Context: an optimization exercise on an open-source flow, tuned for small area and a short achievable clock period. The choices shown serve that exercise and are no tape-out recipe. The RTL was checked by simulation tests, not by an equivalence proof against the original design. The clock port is modelled as an ideal driver; clocking choices that lean on that would not hold on a real chip. No activity file was given, so power comes from the tool's default toggle rates.

v15:
==> flow/design.v <==
module mips_ex (
    input wire clk,
    input wire rst_n,
    input wire [32-1:0] id2ex_rs,
    input wire [32-1:0] id2ex_rt,
    input wire [32-1:0] id2ex_imm,
    input wire [32-1:0] id2ex_pc_incr,
    input wire [0+2-1+1+1-1+1+1-1+1+1-1+1+1-1+1+1-1+1+1-1+1+1-1+1+1-1+1+1-1+1+1-1+1+1-1+1+1-1+1+1-1+1+1-1+1+1-1+1+1-1+1-1:0] id2ex_dec_info,
    input wire [5-1:0] id2ex_rd_idx,
    input wire id2ex_rd_wen,
    output wire ex2mem_mem_read,
    output wire ex2mem_mem_write,
    output wire [32-1:0] ex2mem_mem_addr,
    output wire [32-1:0] ex2mem_mem_wdat,
    output wire [5-1:0] ex2mem_rd_idx,
    output wire [ 32-1:0] ex2mem_rd_wdat,
    output wire ex2mem_rd_wen
);
wire [17:0] di = id2ex_dec_info;
wire alu = di[1:0] == 2'd0;
wire agu = di[1:0] == 2'd1;
wire bjp = di[1:0] == 2'd2;
wire op_add  = di[2] | di[3] | di[4] | di[5];
wire op_sub  = di[4] | di[5] | di[13] | di[14];
wire op_and  = di[6];
wire op_or   = di[7];
wire op_xor  = di[8];
wire op_nor  = di[9];
wire op_sll  = di[10];
wire op_srl  = di[11];
wire op_sra  = di[12];
wire op_slt  = di[13];
wire op_sltu = di[14];
wire op_lui  = di[15];
wire op_any  = |di[15:2];
wire [31:0] a = (alu & di[17]) ? id2ex_pc_incr : id2ex_rs;
wire [31:0] b = (agu | alu & di[16]) ? id2ex_imm : id2ex_rt;
wire        sub = alu & op_sub;
wire [31:0] bb  = b ^ {32{sub}};
wire [31:0] p   = a ^ bb;
wire [31:0] g   = a & bb;
genvar i, l;
wire [32*6-1:0] gk;
wire [32*6-1:0] pk;
assign gk[31:0] = {g[31:1], g[0] | p[0] & sub};
assign pk[31:0] = p;
generate
    for (l = 0; l < 5; l = l + 1) begin : g_lvl
        for (i = 0; i < 32; i = i + 1) begin : g_bit
            if ((i >> l) & 1) begin : g_op
                localparam integer J = ((i >> l) << l) - 1;                assign gk[32*(l+1)+i] = gk[32*l+i] | pk[32*l+i] & gk[32*l+J];
                assign pk[32*(l+1)+i] = pk[32*l+i] & pk[32*l+J];
            end else begin : g_pass
                assign gk[32*(l+1)+i] = gk[32*l+i];
                assign pk[32*(l+1)+i] = pk[32*l+i];
            end
        end
    end
endgenerate
wire [32:0] c    = {gk[32*5+31:32*5], sub};
wire [31:0] sum  = p ^ c[31:0];
wire        cout = c[32];
wire lt = cout ^ (op_slt ? p[31] : 1'b1);
wire [4:0]  sh   = b[4:0];
wire        fill = op_sra & a[31];
wire [63:0] srx  = {{32{fill}}, a} >> sh;
wire [31:0] sr   = srx[31:0];
wire [31:0] sl   = a << sh;
wire [31:0] r_and = g;
wire [31:0] r_or  = p | g;
wire [31:0] r_xor = p;
wire [31:0] r_nor = ~(p | g);
wire sel_sum = ~alu | op_add;
wire sel_and = alu & op_and;
wire sel_or  = alu & op_or;
wire sel_xor = alu & op_xor;
wire sel_nor = alu & op_nor;
wire sel_sl  = alu & op_sll;
wire sel_sr  = alu & (op_srl | op_sra);
wire sel_lt  = alu & (op_slt | op_sltu);
wire sel_lui = alu & op_lui;
wire [31:0] res =
    {32{sel_sum}} & sum |
    {32{sel_and}} & r_and |
    {32{sel_or }} & r_or |
    {32{sel_xor}} & r_xor |
    {32{sel_nor}} & r_nor |
    {32{sel_sl }} & sl |
    {32{sel_sr }} & sr |
    {32{sel_lui}} & b |
    {31'd0, sel_lt & lt};
wire addr_v = agu & (di[2] | di[3]);
wire rd_v   = alu & id2ex_rd_wen & op_any | bjp & (di[5] | di[6]);
reg [31:0] res_n_q;   
reg [31:0] rt_q;
reg        addr_n_q, rd_n_q;   
reg        wdat_v_q;
reg        mem_read_q, mem_write_q, rd_wen_q;
reg [4:0]  rd_idx_q;
always @(posedge clk) begin
    res_n_q <= ~res;
    rt_q  <= id2ex_rt;
end
always @(posedge clk) begin
    if (~rst_n) begin
        addr_n_q    <= 1'b1;
        wdat_v_q    <= 1'b0;
        rd_n_q      <= 1'b1;
        mem_read_q  <= 1'b0;
        mem_write_q <= 1'b0;
        rd_wen_q    <= 1'b0;
        rd_idx_q    <= 5'd0;
    end else begin
        addr_n_q    <= ~addr_v;
        wdat_v_q    <= agu;
        rd_n_q      <= ~rd_v;
        mem_read_q  <= agu & di[2];
        mem_write_q <= agu & di[3];
        rd_wen_q    <= id2ex_rd_wen;
        rd_idx_q    <= id2ex_rd_idx;
    end
end
assign ex2mem_mem_read  = mem_read_q;
assign ex2mem_mem_write = mem_write_q;
assign ex2mem_mem_addr  = ~(res_n_q | {32{addr_n_q}});
assign ex2mem_mem_wdat  = rt_q & {32{wdat_v_q}};
assign ex2mem_rd_idx    = rd_idx_q;
assign ex2mem_rd_wdat   = ~(res_n_q | {32{rd_n_q}});
assign ex2mem_rd_wen    = rd_wen_q;
endmodule  
==> flow/config.mk <==
export PLATFORM = sky130hd
export DESIGN_NAME = mips_ex
export DESIGN_NICKNAME = mips_ex
export VERILOG_FILES = /design/flow/design.v
export SDC_FILE = /design/flow/constraint.sdc
export NUM_CORES = 4
export LEC_CHECK = 0
export CAP_MARGIN = 20
export CORE_MARGIN = 5
export CORE_UTILIZATION = 40
export CTS_BUF_LIST = sky130_fd_sc_hd__clkbuf_8
export SETUP_SLACK_MARGIN = 2.95
export SLEW_MARGIN = 20
==> flow/constraint.sdc <==
create_clock -name core_clock -period 7.0 [get_ports {clk}]
set_input_delay 1.4000 -clock core_clock [delete_from_list [all_inputs] [get_ports {clk}]]
set_output_delay 1.4000 -clock core_clock [all_outputs]
set_load 0.01 [all_outputs]
standard.sh (not shown) runs the stock make flow with config.mk's settings and CLKGATE_MAP_FILE= SYNTH_SCRIPT=/design/flow/synth_recipe.tcl, a recipe that flattens the netlist after the stock synthesis.
==> flow/flow/run.sh <==
#!/bin/bash
# Own layout flow. It is the standard flow (standard.sh) with two changes:
#  1. After the standard synthesis, the combinational logic is mapped again
#     with ABC using flow/remap.abc. The flip-flops are kept as they are
#     (same instances, names and cells). The new netlist is proved equivalent
#     to the standard one before it is used.
#  2. The input and output ports are buffered with sky130_fd_sc_hd__buf_1
#     instead of the delay buffer that buffer_ports picks by default.
# Each tool's output goes to a log of its own in the work folder.
set -euo pipefail
W=$(pwd)
F=$W/flow
export BUFFER_PORTS_ARGS="-buffer_cell sky130_fd_sc_hd__buf_1"

bash standard.sh synth > 1_synth_standard.log 2>&1

R=$W/orfs/results/$FLOW_PLATFORM/mips_ex/base
L=$W/orfs/logs/$FLOW_PLATFORM/mips_ex/base
LIB=$(ls $FLOW_HOME/platforms/$FLOW_PLATFORM/lib/sky130_fd_sc_hd__tt_025C_1v80.lib)
YOSYS=$(command -v yosys || echo $FLOW_HOME/../tools/install/yosys/bin/yosys)
DU=$(grep -o -- "-dont_use [A-Za-z0-9_]*" $L/1_2_yosys.log | sort -u | tr '\n' ' ')
cp $R/1_2_yosys.v $W/standard_netlist.v

remap_ok=1
$YOSYS -p "
read_liberty -ignore_miss_func $LIB;
read_verilog $W/standard_netlist.v;
hierarchy -top $FLOW_TOP;
blackbox sky130_fd_sc_hd__df* sky130_fd_sc_hd__edf* sky130_fd_sc_hd__sdf* sky130_fd_sc_hd__sedf* sky130_fd_sc_hd__dl*;
flatten;
opt_clean;
abc -liberty $LIB $DU -script $F/remap.abc;
setundef -zero;
splitnets;
opt_clean -purge;
hilomap -singleton -hicell sky130_fd_sc_hd__conb_1 HI -locell sky130_fd_sc_hd__conb_1 LO;
insbuf -buf sky130_fd_sc_hd__buf_4 A X;
stat -liberty $LIB;
write_verilog -noattr -nohex -nodec $W/remapped_netlist.v
" > 1_remap_yosys.log 2>&1 || remap_ok=0

# Prove the remapped netlist equivalent to the standard one (registers
# matched by instance name).
remap_ok=1
$YOSYS -p "
read_liberty -ignore_miss_func $LIB;
read_verilog $W/standard_netlist.v; rename $FLOW_TOP gold;
read_verilog $W/remapped_netlist.v; rename $FLOW_TOP gate;
flatten gold gate; opt_clean;
rename -hide gold/w:_* gate/w:_*;
equiv_make gold gate equiv;
hierarchy -top equiv;
equiv_simple -undef; equiv_induct -undef; equiv_status -assert
" > 1_remap_equiv.log 2>&1 || remap_ok=0

if [[ $remap_ok == 1 ]]; then
  cp $W/remapped_netlist.v $R/1_2_yosys.v
  rm -f $R/1_synth.odb
  bash standard.sh synth > 1_synth_odb.log 2>&1
fi
bash standard.sh floorplan > 2_floorplan.log 2>&1
bash standard.sh place > 3_place.log 2>&1
bash standard.sh cts > 4_cts.log 2>&1
bash standard.sh route > 5_route.log 2>&1
bash standard.sh finish > 6_finish.log 2>&1
==> flow/flow/remap.abc <==
strash
dc2
dch -f
map
topo
buffer -p
upsize -D 2000
dnsize -D 2000
topo
stime -c
v15 ended with every stage complete and zero timing, DRC or antenna violations.
Modified inputs, v51 compared to v15
- changing SETUP_SLACK_MARGIN from 2.95 to 2.6
==> flow/flow/remap.abc <==
strash
dc2
dch -f
map
topo
buffer -p
upsize -D 2500
dnsize -D 2500
topo
stime -c
Lower mapped cell area goes to v51 over v15.
v51 reports its top routing layer in use as met4 while v15 reports met5.
Fraction of power consumed by sequential logic ended up 1.3 points higher on v51 than on v15.
v51 vs. v15: final area moved down, global-route wire length before repair moved down, internal power of the cells moved down.
Taking v15 as the reference point, the detailed-routing iteration count for the pre-antenna-repair pass of v51 falls by 2.
Power per standard cell area ended up 1.1% higher on v51 than on v15.
From v15 to v51 the numbers moved as follows: layout overhead on the synthesized area shows a reduction of 2.4 points, switching power as a share of total power picked up an extra 1.0 points, estimated wirelength of the detail-placed design -0.63%.
In v51 relative to v15, routed wire length had gone down slightly.
diff inputs: v51 => v37
- CORE_UTILIZATION now 45, was 40
- SETUP_SLACK_MARGIN now 2.7, was 2.6
==> flow/flow/remap.abc <==
strash
dc2
dch -f
map
topo
buffer -p
upsize -D 2000
dnsize -D 2000
topo
stime -c
Findings:
- The first-pass GRT wire length reported for v37 is smaller than that of v51 by 290 um.
- Relative to v51, multi-input combinational cell count has decreased by 4 in v37.
- [v37] net count reported at finish fell 23 relative to v51
- v37 vs. v51: count of buffers added by post-CTS timing repair for setup fell by 4; multi-input combinational cell area increased by 1.7% relative to the old numbers; number of placed instances, taps included down 0.76%.
- As far as final critical-path required period is concerned, v51 and v37 perform about the same.
Inputs modified between v37 and v58:
- CORE_UTILIZATION: 45 -> 40
- SETUP_SLACK_MARGIN: 2.7 -> 2.8
Notes after the runs:
- Against v37, v58 comes in 0.27 ns lower on shortest period the worst path allows.
- The run showing the smaller number of non-clock buffers in the layout is v37.
- Against v37, count of filler cells inserted in the layout in v58 rose by more than 10%.
- The ratio of cells with drive above 1 in the final layout of v58 exceeds that of v37 by 2.3 points.
- Relative to v37, number of tapcells increased by 15 in v58.
- The capture point of the worst path comes out res_n_q[28]$_DFF_P_ in one run and res_n_q[26]$_DFF_P_ in the other, namely in v37 and v58 respectively.
- Compared with v37, v58 shows a number of nets at the end of the flow that is 19 higher.
- Looking only at final cell count without fillers, and setting everything else aside, the lower value of v37 and v58 goes to v37.
- For sum of internal, switching and leakage power, dividing the value from v37 by the value from v58 gives 0.942.
- The routed via count of v58 was inferior to that of v37.
- v58 has highest fanout seen on the critical path below what v37 had.
- Routed wire length: v58 > v37
The inputs of v50 differ from those of v58 as listed below.
==> flow/flow/remap.abc <==
strash
dc2
dch -f
map
topo
stime -c
Going from v58 to v50, number of antenna diodes shrinks by 2. v58 → v50: net count after synthesis decreased 68, critical path depth moved up, power share of the sequential group moved down.
Relative to v50, the following input files were edited for v1:
- CORE_UTILIZATION now 45, was 40
- SETUP_SLACK_MARGIN now 2.9, was 2.8
[summary]
- On fraction of standard cell area that is sequential, v50 and v1 are neck and neck.
- Measured against each other, v50 and v1 differ in final area, the higher figure coming from v1.
- The run with more routed wire is v50, not v1.

## separate check: timing with driven ports
The results above use ideal ports. As a check the final layouts listed here were re-extracted and re-timed, cells and wires unchanged. Step 1 sets driving cells, clkbuf_16 on the clock port and buf_2 on the other inputs (assumed; they add their load-dependent delay and slew). Step 2 times the ports against the registers' clock, not the clock port: input delays grow and output delays shrink by t, the midpoint of the rising clock arrivals with the driver on. Three values: ideal ports, drivers, drivers and shift; two values: the first two.
run	shift t [ns]	setup WS [ns]	latest minus earliest clock arrival (ns)	worst data-port slew with drivers (ns)
v15	0.418	2.807 / 2.819 / 2.401	0.024 / 0.024	0.08
v51	0.413	2.521 / 2.498 / 2.085	0.015 / 0.014	0.08
v37	0.408	2.520 / 2.536 / 2.128	0.021 / 0.021	0.05
v58	0.419	2.789 / 2.797 / 2.378	0.021 / 0.021	0.07
v50	0.413	2.724 / 2.734 / 2.321	0.015 / 0.016	0.07
v1	0.446	2.605 / 2.623 / 2.178	0.014 / 0.015	0.07
After both steps setup and hold are still met in every run listed. For v51, which loses most, drivers alone change the setup slack by -0.023 ns; drivers and shift together by -0.436 ns.
